This is an optimization exercise on Yosys and OpenROAD, whose aim is a short achievable clock period and few clock cycles, not a production implementation.
Where RTL was checked, it was by simulation tests only, not by an equivalence proof against the original.
Power and IR drop assume default switching activity.

==> flow/design.v (excerpt) <==
module cpu(
input clk,
input reset,
input [15:0] din,
output reg [15:0] dout,
output reg dout_valid,
output [15:0] imem_addr,
input [31:0] imem_data,
output halted
    );
 integer j;
 function [16:0] ks16;
   input [15:0] a, b;
   input        cin;
   reg   [15:0] g, p, gg, pp;
   integer i, d;
   begin
     g = a & b;
     p = a ^ b;
     gg = g;
     pp = p;
     gg[0] = g[0] | (p[0] & cin);
     for (d = 1; d < 16; d = d * 2)
       for (i = 15; i >= d; i = i - 1) begin
         gg[i] = gg[i] | (pp[i] & gg[i-d]);
         pp[i] = pp[i] & pp[i-d];
       end
     ks16[0] = p[0] ^ cin;
     for (i = 1; i < 16; i = i + 1)
       ks16[i] = p[i] ^ gg[i-1];
     ks16[16] = gg[15];
   end
 endfunction
 function [31:0] ks32;
   input [31:0] a, b;
   reg   [31:0] g, p, gg, pp;
   integer i, d;
   begin
     g = a & b;
     p = a ^ b;
     gg = g;
     pp = p;
     for (d = 1; d < 32; d = d * 2)
       for (i = 31; i >= d; i = i - 1) begin
         gg[i] = gg[i] | (pp[i] & gg[i-d]);
         pp[i] = pp[i] & pp[i-d];
       end
     ks32[0] = p[0];
     for (i = 1; i < 32; i = i + 1)
  ...
Size: roughly 5400 cells after synthesis, about 1200 flip-flops, roughly 84 I/O pins, ~65000 sq um of cells after synthesis.
export LEC_CHECK = 0
export ABC_CLOCK_PERIOD_IN_PS = 1000
export CAP_MARGIN = 35
export CORE_MARGIN = 2
export CORE_UTILIZATION = 58
export CTS_CLUSTER_DIAMETER = 100
export CTS_CLUSTER_SIZE = 20
export PLACE_DENSITY = 0.72
export SLEW_MARGIN = 35
create_clock -name core_clock -period 11.0 [get_ports {clk}]
standard.sh (not shown) runs the stock make flow with config.mk's settings and CLKGATE_MAP_FILE= SYNTH_SCRIPT=/design/flow/synth_recipe.tcl, a recipe that flattens the netlist after the stock synthesis.
==> flow/flow/run.sh <==
#!/bin/bash
# Standard ORFS layout; timing repair aims well below the clock period so the
# design is optimised for the period it can reach, not just for 11 ns.
set -o pipefail
export SETUP_SLACK_MARGIN=8.0
export TNS_END_PERCENT=100
export BUFFER_PORTS_ARGS="-buffer_cell sky130_fd_sc_hd__buf_4"
bash standard.sh > flow_standard.log 2>&1
Testbench counts at the start, summed over its fixed seeds: cycles 217,627.
Then changed:
--- a/flow/design.v
+++ b/flow/design.v
@@ -120,19 +120,18 @@
     5'b10110: e_taken = ~sign;
     5'b10111:  e_taken = zero;
     5'b11000: e_taken = ~zero;
     5'b11001:  e_taken = overflow;
     5'b11010: e_taken = ~overflow;
     default: e_taken = 1'b1;
     endcase
  end
  wire e_mis = ev & e_br & ~e_taken & ~e_same;
- wire mz_now = (mA == 16'd0) | (mB == 16'd0);    
  wire e_wr_now  = ev & e_wr;
  wire e_flg_now = ev & e_flg;
  wire e_mul_now = ev & e_mul;
  wire [18:0] bz = {2'b00, mB, 1'b0};
  wire [31:0] pp [0:8];
  wire [8:0]  bneg;
  genvar gi;
  generate
    for (gi = 0; gi < 9; gi = gi + 1) begin : g_booth
@@ -172,36 +171,37 @@
  wire reads_a = d_two | (op == 5'b01101) |
                 (((op == 5'b00001) | (op == 5'b01011)) & ~mode);
  wire reads_b = d_two & ~mode;
  wire d_wr    = (d_alu & ~d_mul) | (op == 5'b01111);
  wire d_log   = (op == 5'b00001) | (op == 5'b01011) |
                 ((op >= 5'b00101) && (op <= 5'b01010));
  wire stall_d = dv & (
      (e_mul_now & ((reads_a & (rs1 == e_rd)) | (reads_b & (rs2 == e_rd)) |
                    (op == 5'b00000))) |
-     (d_sgn & (e_mul_now | (mv & ~e_flg_now))));
+     (d_cond & e_mul_now) |
+     (d_sgn & mv & ~e_flg_now));
  wire d_zc    = (op == 5'b10111) | (op == 5'b11000);
  wire defer_d = d_cond & e_flg_now & ~(d_zc & s_sub) & ~d_same;
  wire go_d    = dv & ~stall_d & ~e_mis;
  wire e_fa = e_wr_now & (e_rd == rs1);
  wire e_fb = e_wr_now & (e_rd == rs2) & ~mode;
  wire w_fa = wv & (w_rd == rs1);
  wire w_fb = wv & (w_rd == rs2);
  wire [15:0] ra = GPR[rs1];
  wire [15:0] rb = GPR[rs2];
  wire [15:0] na_early = w_fa ? w_res : ra;
  wire [15:0] nb_early = mode ? imm : w_fb ? w_res : rb;
  wire [15:0] na = e_fa ? e_res : na_early;
  wire [15:0] nb = e_fb ? e_res : nb_early;
- wire mul_flg = e_mul_now | (mv & ~e_flg_now);
- wire z_d = e_flg_now ? z_sub : e_mul_now ? mz_now : mv ? mzero : zero;
- wire c_d = ~mul_flg & carry;
- wire v_d = ~mul_flg & overflow;
+ wire mul_w = mv & ~e_flg_now;
+ wire z_d = e_flg_now ? z_sub : mv ? mzero : zero;
+ wire c_d = ~mul_w & carry;
+ wire v_d = ~mul_w & overflow;
  reg  taken;
  always @(*) begin
     case (op)
     5'b10011:  taken = c_d;
     5'b10100: taken = ~c_d;
     5'b10101:  taken = sign;
     5'b10110: taken = ~sign;
     5'b10111:  taken = z_d;
     5'b11000: taken = ~z_d;
@@ -290,19 +290,19 @@
     if (reset) begin
        wv <= 1'b0;
        mv <= 1'b0;
     end else begin
        wv <= e_wr_now | e_mul_now;
        mv <= e_mul_now;
     end
     w_rd   <= e_rd;
     w_data <= e_res;
-    mzero  <= mz_now;
+    mzero  <= (mA == 16'd0) | (mB == 16'd0);
     mr0    <= l3a[63:32];
     mr1    <= l3a[31:0];
     mr2    <= l2b[31:0];
  end
  always @(posedge clk) begin
     reset_r <= reset;
     if (reset_r) begin
        SGPR <= 16'd0;
        for (j = 0; j < 32; j = j + 1)
The changed run ran to the end with no violations.
Non-clock buffer count goes down by 22.
Combinational power decreases by a few percent.
Via count came out higher slightly.
First-iteration DRC count is lower slightly.
Sequential cell count is unchanged.
Maximum frequency rose by a few percent.
Worst setup slack gets better by 0.16 ns.
Register-to-register slack is better by 0.15 ns.
Utilization went down by 1.6 points.
Worst hold slack stays flat.
Testbench counts after the change, summed over its fixed seeds: cycles 217,866.

========
The RTL this note starts from:
==> flow/design.v <==
`timescale 1ns / 1ps
module cpu(
input clk,
input reset,
input [15:0] din,
output reg [15:0] dout,
output reg dout_valid,
output [15:0] imem_addr,
input [31:0] imem_data,
output halted
    );
 integer j;
 reg [15:0] PC;
 reg        halt_r;
 reg        dv;             
 reg [31:0] IR;
 reg [15:0] d_pcinc;        
 reg        ev;             
 reg [4:0]  e_rd;
 reg [3:0]  e_addr;
 reg [15:0] ea, eb;         
 reg        e_wr, e_flg, e_mul, e_st, e_stdin, e_ld;
 reg        s_sgpr, s_pa, s_pb, s_na, s_nb, s_add, s_sub, s_or, s_and,
            s_xor, s_xnor, s_nand, s_nor;
 reg [15:0] mA, mB;         
 reg        mv;             
 reg [4:0]  mrd;
 reg        mzero;
 reg [31:0] mr0, mr1, mr2, mr3;  
 reg [15:0] GPR [0:31];
 reg [15:0] SGPR;
 reg        carry, zero, sign, overflow;
 reg [15:0] data_mem [0:15];
 reg [15:0] din_r;
 reg        reset_r;        
 assign imem_addr = PC;
 assign halted    = halt_r;
 wire [16:0] sum  = {1'b0, ea} + {1'b0, eb};
 wire [16:0] dif  = {1'b0, ea} - {1'b0, eb};
 wire [15:0] ares = s_sub ? dif[15:0] : sum[15:0];
 wire        s_arith = s_add | s_sub;
 wire [15:0] ld_data = data_mem[e_addr];
 wire [15:0] log_res =
      ({16{s_sgpr}} & SGPR)      | ({16{s_pa}}  & ea)            |
      ({16{s_pb}}   & eb)        | ({16{s_na}}  & ~ea)           |
      ({16{s_nb}}   & ~eb)       | ({16{s_or}}  & (ea | eb))     |
      ({16{s_and}}  & (ea & eb)) | ({16{s_xor}} & (ea ^ eb))     |
      ({16{s_xnor}} & ~(ea ^ eb))| ({16{s_nand}} & ~(ea & eb))   |
      ({16{s_nor}}  & ~(ea | eb));
 wire [15:0] alu_res = s_arith ? ares : log_res;
 wire [15:0] e_res = e_ld ? ld_data : alu_res;
 wire z_add = ((ea ^ eb) == {ea[14:0] | eb[14:0], 1'b0});
 wire z_sub = (ea == eb);
 wire n_zero  = s_add ? z_add : s_sub ? z_sub : ~(|log_res);
 wire n_sign  = s_add ? sum[15] : s_sub ? dif[15] : log_res[15];
 wire n_carry = s_add & sum[16];
 wire n_ovf   = (s_add & (ea[15] == eb[15]) & (sum[15] != ea[15])) |
                (s_sub & (ea[15] != eb[15]) & (dif[15] != ea[15]));
 wire e_wr_now  = ev & e_wr;
 wire e_flg_now = ev & e_flg;
 wire e_mul_now = ev & e_mul;
 wire [18:0] bz = {2'b00, mB, 1'b0};
 wire [31:0] pp [0:8];
 wire [8:0]  bneg;
 genvar gi;
 generate
   for (gi = 0; gi < 9; gi = gi + 1) begin : g_booth
     wire b2 = bz[2*gi+2], b1 = bz[2*gi+1], b0 = bz[2*gi];
     wire one = b1 ^ b0;
     wire two = (b2 & ~b1 & ~b0) | (~b2 & b1 & b0);
     wire [16:0] mag = ({17{one}} & {1'b0, mA}) | ({17{two}} & {mA, 1'b0});
     wire [31:0] row = ({15'd0, mag} ^ {32{b2}}) << (2*gi);
     assign bneg[gi] = b2;
     if (gi == 0) begin : g_first
       assign pp[gi] = row;
     end else begin : g_rest
       assign pp[gi] = row | ({31'd0, bneg[gi-1]} << (2*gi-2));
     end
   end
 endgenerate
 function [63:0] csa;
   input [31:0] a, b, c;
   begin
     csa[63:32] = a ^ b ^ c;
     csa[31:0]  = {(a[30:0] & b[30:0]) | (a[30:0] & c[30:0]) | (b[30:0] & c[30:0]), 1'b0};
   end
 endfunction
 wire [63:0] l1a = csa(pp[0], pp[1], pp[2]);
 wire [63:0] l1b = csa(pp[3], pp[4], pp[5]);
 wire [63:0] l1c = csa(pp[6], pp[7], pp[8]);
 wire [63:0] l2a = csa(l1a[63:32], l1a[31:0], l1b[63:32]);
 wire [63:0] l2b = csa(l1b[31:0], l1c[63:32], l1c[31:0]);
 wire [63:0] l3a  = csa(mr0, mr1, mr2);
 wire [63:0] l4a  = csa(l3a[63:32], l3a[31:0], mr3);
 wire [31:0] prod = l4a[63:32] + l4a[31:0];
 wire [4:0]  op   = IR[31:27];
 wire [4:0]  rd   = IR[26:22];
 wire [4:0]  rs1  = IR[21:17];
 wire        mode = IR[16];
 wire [4:0]  rs2  = IR[15:11];
 wire [15:0] imm  = IR[15:0];
 wire d_alu   = (op <= 5'b01011);
 wire d_mul   = (op == 5'b00100);
 wire d_cond  = (op >= 5'b10011) && (op <= 5'b11010);
 wire d_two   = (op >= 5'b00010) && (op <= 5'b01010);           
 wire reads_a = d_two | (op == 5'b01101) |
                (((op == 5'b00001) | (op == 5'b01011)) & ~mode);
 wire reads_b = d_two & ~mode;
 wire stall_d = dv & (
     (e_mul_now & ((reads_a & (rs1 == e_rd)) | (reads_b & (rs2 == e_rd)) |
                   (op == 5'b00000))) |
     (d_cond & (e_mul_now | (mv & ~e_flg_now))));
 wire go_d = dv & ~stall_d;
 wire [15:0] ra = GPR[rs1];
 wire [15:0] rb = GPR[rs2];
 wire [15:0] fa = (e_wr_now & (e_rd == rs1)) ? e_res :
                  (mv & (mrd == rs1)) ? prod[15:0] : ra;
 wire [15:0] fb = (e_wr_now & (e_rd == rs2)) ? e_res :
                  (mv & (mrd == rs2)) ? prod[15:0] : rb;
 wire [15:0] na = fa;
 wire [15:0] nb = mode ? imm : fb;
 wire c_zero  = e_flg_now ? n_zero  : zero;
 wire c_sign  = e_flg_now ? n_sign  : sign;
 wire c_carry = e_flg_now ? n_carry : carry;
 wire c_ovf   = e_flg_now ? n_ovf   : overflow;
 reg  taken;
 always @(*) begin
    case (op)
    5'b10011:  taken = c_carry;
    5'b10100: taken = ~c_carry;
    5'b10101:  taken = c_sign;
    5'b10110: taken = ~c_sign;
    5'b10111:  taken = c_zero;
    5'b11000: taken = ~c_zero;
    5'b11001:  taken = c_ovf;
    5'b11010: taken = ~c_ovf;
    default: taken = 1'b0;
    endcase
 end
 wire mis = go_d & d_cond & ~taken;
 wire        st_hit  = ev & e_st & (e_addr == IR[3:0]);
 wire [15:0] st_data = e_stdin ? din_r : ea;
 wire [15:0] out_data = st_hit ? st_data : data_mem[IR[3:0]];
 wire [4:0]  fop  = imem_data[31:27];
 wire [15:0] fimm = imem_data[15:0];
 wire f_pred = (fop >= 5'b10010) && (fop <= 5'b11010);
 wire [15:0] pc_inc = PC + 16'd1;
 always @(posedge clk) begin
    din_r <= din;
    if (~stall_d) begin
       IR      <= imem_data;
       d_pcinc <= pc_inc;
    end
    if (reset) begin
       PC     <= 16'd0;
       halt_r <= 1'b0;
       dv     <= 1'b0;
    end else if (mis) begin
       PC <= d_pcinc;
       dv <= 1'b0;
    end else if (~stall_d) begin
       if (~halt_r) begin
          PC <= f_pred ? fimm : pc_inc;
          if (fop == 5'b11011)
             halt_r <= 1'b1;
       end
       dv <= ~halt_r;
    end
 end
 always @(posedge clk) begin
    if (reset)
       ev <= 1'b0;
    else
       ev <= go_d;
    e_rd   <= rd;
    e_addr <= IR[3:0];
    ea     <= na;
    eb     <= nb;
    if (go_d & d_mul) begin
       mA <= na;
       mB <= nb;
    end
    e_wr    <= d_wr_dec(op);
    e_flg   <= d_alu & ~d_mul;
    e_mul   <= d_mul;
    e_st    <= (op == 5'b01101) | (op == 5'b01110);
    e_stdin <= (op == 5'b01110);
    e_ld    <= (op == 5'b01111);
    s_sgpr  <= (op == 5'b00000);
    s_pa    <= (op == 5'b00001) & ~mode;
    s_pb    <= (op == 5'b00001) & mode;
    s_na    <= (op == 5'b01011) & ~mode;
    s_nb    <= (op == 5'b01011) & mode;
    s_add   <= (op == 5'b00010);
    s_sub   <= (op == 5'b00011);
    s_or    <= (op == 5'b00101);
    s_and   <= (op == 5'b00110);
    s_xor   <= (op == 5'b00111);
    s_xnor  <= (op == 5'b01000);
    s_nand  <= (op == 5'b01001);
    s_nor   <= (op == 5'b01010);
 end
 function d_wr_dec;
   input [4:0] o;
   d_wr_dec = ((o <= 5'b01011) && (o != 5'b00100)) || (o == 5'b01111);
 endfunction
 always @(posedge clk) begin
    if (reset)
       mv <= 1'b0;
    else
       mv <= e_mul_now;
    mrd   <= e_rd;
    mzero <= (mA == 16'd0) | (mB == 16'd0);
    mr0   <= l2a[63:32];
    mr1   <= l2a[31:0];
    mr2   <= l2b[63:32];
    mr3   <= l2b[31:0];
 end
 always @(posedge clk) begin
    reset_r <= reset;
    if (reset_r) begin
       SGPR <= 16'd0;
       for (j = 0; j < 32; j = j + 1)
          GPR[j] <= 16'd0;
       carry      <= 1'b0;
       zero       <= 1'b1;
       sign       <= 1'b0;
       overflow   <= 1'b0;
    end else begin
       if (mv) begin
          GPR[mrd] <= prod[15:0];
          SGPR     <= prod[31:16];
          zero     <= mzero;
          sign     <= prod[31];
          carry    <= 1'b0;
          overflow <= 1'b0;
       end
       if (e_wr_now)
          GPR[e_rd] <= e_res;
       if (e_flg_now) begin
          zero     <= n_zero;
          sign     <= n_sign;
          carry    <= n_carry;
          overflow <= n_ovf;
       end
    end
 end
 always @(posedge clk) begin
    if (ev & e_st)
       data_mem[e_addr] <= st_data;
    if (go_d & (op == 5'b10001))
       dout <= out_data;
    if (reset)
       dout_valid <= 1'b0;
    else
       dout_valid <= go_d & (op == 5'b10001);
 end
endmodule
==> flow/config.mk <==
export PLATFORM = sky130hd
export DESIGN_NAME = cpu
export DESIGN_NICKNAME = cpu
export VERILOG_FILES = /design/flow/design.v
export SDC_FILE = /design/flow/constraint.sdc
export NUM_CORES = 4
export LEC_CHECK = 0
export ABC_CLOCK_PERIOD_IN_PS = 1000
export CAP_MARGIN = 20
export CORE_MARGIN = 2
export CORE_UTILIZATION = 40
export PLACE_DENSITY = 0.6
export SLEW_MARGIN = 20
==> flow/constraint.sdc <==
create_clock -name core_clock -period 11.0 [get_ports {clk}]
set_input_delay 2.2000 -clock core_clock [delete_from_list [all_inputs] [get_ports {clk}]]
set_output_delay 2.2000 -clock core_clock [all_outputs]
set_load 0.01 [all_outputs]
==> flow/flow/run.sh <==
#!/bin/bash
# Standard ORFS layout; timing repair aims well below the clock period so the
# design is optimised for the period it can reach, not just for 11 ns.
set -o pipefail
export SETUP_SLACK_MARGIN=8.0
export TNS_END_PERCENT=5
export BUFFER_PORTS_ARGS="-buffer_cell sky130_fd_sc_hd__buf_4"
bash standard.sh > flow_standard.log 2>&1
The first run ran to the end with no violations.
Testbench counts at the start, summed over its fixed seeds: cycles 218,010.
Edit:
--- a/flow/design.v
+++ b/flow/design.v
@@ -24,22 +24,21 @@
             s_xor, s_xnor, s_nand, s_nor;
  reg [15:0] mA, mB;         
  reg        mv;             
  reg [4:0]  mrd;
  reg        mzero;
- reg [31:0] mr0, mr1, mr2, mr3;  
+ reg [31:0] mr0, mr1, mr2;  
  reg [15:0] GPR [0:31];
  reg [15:0] SGPR;
  reg        carry, zero, sign, overflow;
  reg [15:0] data_mem [0:15];
  reg [15:0] din_r;
- reg        reset_r;        
  assign imem_addr = PC;
  assign halted    = halt_r;
- wire [16:0] sum  = {1'b0, ea} + {1'b0, eb};
- wire [16:0] dif  = {1'b0, ea} - {1'b0, eb};
- wire [15:0] ares = s_sub ? dif[15:0] : sum[15:0];
+ wire [15:0] ebx  = eb ^ {16{s_sub}};
+ wire [17:0] asum = {1'b0, ea, 1'b1} + {1'b0, ebx, s_sub};
+ wire [15:0] ares = asum[16:1];
  wire        s_arith = s_add | s_sub;
  wire [15:0] ld_data = data_mem[e_addr];
  wire [15:0] log_res =
       ({16{s_sgpr}} & SGPR)      | ({16{s_pa}}  & ea)            |
       ({16{s_pb}}   & eb)        | ({16{s_na}}  & ~ea)           |
@@ -50,14 +49,13 @@
  wire [15:0] alu_res = s_arith ? ares : log_res;
  wire [15:0] e_res = e_ld ? ld_data : alu_res;
  wire z_add = ((ea ^ eb) == {ea[14:0] | eb[14:0], 1'b0});
  wire z_sub = (ea == eb);
  wire n_zero  = s_add ? z_add : s_sub ? z_sub : ~(|log_res);
- wire n_sign  = s_add ? sum[15] : s_sub ? dif[15] : log_res[15];
- wire n_carry = s_add & sum[16];
- wire n_ovf   = (s_add & (ea[15] == eb[15]) & (sum[15] != ea[15])) |
-                (s_sub & (ea[15] != eb[15]) & (dif[15] != ea[15]));
+ wire n_sign  = s_arith ? ares[15] : log_res[15];
+ wire n_carry = s_add & asum[17];
+ wire n_ovf   = s_arith & (ea[15] == ebx[15]) & (ares[15] != ea[15]);
  wire e_wr_now  = ev & e_wr;
  wire e_flg_now = ev & e_flg;
  wire e_mul_now = ev & e_mul;
  wire [18:0] bz = {2'b00, mB, 1'b0};
  wire [31:0] pp [0:8];
@@ -88,12 +86,12 @@
  wire [63:0] l1a = csa(pp[0], pp[1], pp[2]);
  wire [63:0] l1b = csa(pp[3], pp[4], pp[5]);
  wire [63:0] l1c = csa(pp[6], pp[7], pp[8]);
  wire [63:0] l2a = csa(l1a[63:32], l1a[31:0], l1b[63:32]);
  wire [63:0] l2b = csa(l1b[31:0], l1c[63:32], l1c[31:0]);
- wire [63:0] l3a  = csa(mr0, mr1, mr2);
- wire [63:0] l4a  = csa(l3a[63:32], l3a[31:0], mr3);
+ wire [63:0] l3a = csa(l2a[63:32], l2a[31:0], l2b[63:32]);
+ wire [63:0] l4a  = csa(mr0, mr1, mr2);
  wire [31:0] prod = l4a[63:32] + l4a[31:0];
  wire [4:0]  op   = IR[31:27];
  wire [4:0]  rd   = IR[26:22];
  wire [4:0]  rs1  = IR[21:17];
  wire        mode = IR[16];
@@ -209,26 +207,28 @@
        mv <= 1'b0;
     else
        mv <= e_mul_now;
     mrd   <= e_rd;
     mzero <= (mA == 16'd0) | (mB == 16'd0);
-    mr0   <= l2a[63:32];
-    mr1   <= l2a[31:0];
-    mr2   <= l2b[63:32];
-    mr3   <= l2b[31:0];
- end
- always @(posedge clk) begin
-    reset_r <= reset;
-    if (reset_r) begin
+    mr0   <= l3a[63:32];
+    mr1   <= l3a[31:0];
+    mr2   <= l2b[31:0];
+ end
+ always @(posedge clk) begin
+    if (reset) begin
        SGPR <= 16'd0;
        for (j = 0; j < 32; j = j + 1)
           GPR[j] <= 16'd0;
        carry      <= 1'b0;
        zero       <= 1'b1;
        sign       <= 1'b0;
        overflow   <= 1'b0;
+       dout_valid <= 1'b0;
     end else begin
+       dout_valid <= go_d & (op == 5'b10001);
+       if (go_d & (op == 5'b10001))
+          dout <= out_data;
        if (mv) begin
           GPR[mrd] <= prod[15:0];
           SGPR     <= prod[31:16];
           zero     <= mzero;
           sign     <= prod[31];
@@ -241,18 +241,10 @@
           zero     <= n_zero;
           sign     <= n_sign;
           carry    <= n_carry;
           overflow <= n_ovf;
        end
-    end
- end
- always @(posedge clk) begin
-    if (ev & e_st)
-       data_mem[e_addr] <= st_data;
-    if (go_d & (op == 5'b10001))
-       dout <= out_data;
-    if (reset)
-       dout_valid <= 1'b0;
-    else
-       dout_valid <= go_d & (op == 5'b10001);
+       if (ev & e_st)
+          data_mem[e_addr] <= st_data;
+    end
  end
 endmodule
Outcome: The changed run completed and failed the layout checks on capacitance limit, slew limit. Synthesized area fell by 1.4%. First-iteration DRC count rose by 23%. Worst hold slack degrades by 0.021 ns. Final area rose by 2.6%. Non-clock buffer count rose by 85. Wire length rose by 7.7%. Worst setup slack degrades by 0.020 ns. Maximum frequency fell by 0.51%. Sequential power hardly moves.
The RTL of the second run of this note was laid out without a check of its function.

-- port drivers added, routing unchanged --
The flow's constraints put no driver on any port. The routed layouts listed below were extracted and timed again, unchanged, in two steps. Step 1 assumes that a clkbuf_16 drives the clock port and a buf_2 every other input. Step 2 adds t to the input delays and takes it off the output delays; t is the mean of the earliest and latest rising clock arrival at the registers after step 1. Input paths then give back, and output paths get back, about the clock's delay inside the block. Slacks: ideal ports / drivers / drivers and shift; pairs: ideal ports / drivers.
run | t, ns | slack for setup (ns) | cell pins on the clock port's net
the first run of note 1 | 0.768 | 7.470 / 7.492 / 6.725 | 1
the second run of note 1 | 0.756 | 7.626 / 7.549 / 6.972 | 1
the first run of note 2 | 0.851 | 7.144 / 7.067 / 6.919 | 1
the second run of note 2 | 0.857 | 7.125 / 7.025 / 6.168 | 1
For the second run of note 2, which loses most, drivers alone change the setup slack by -0.100 ns; drivers and shift together by -0.957 ns.
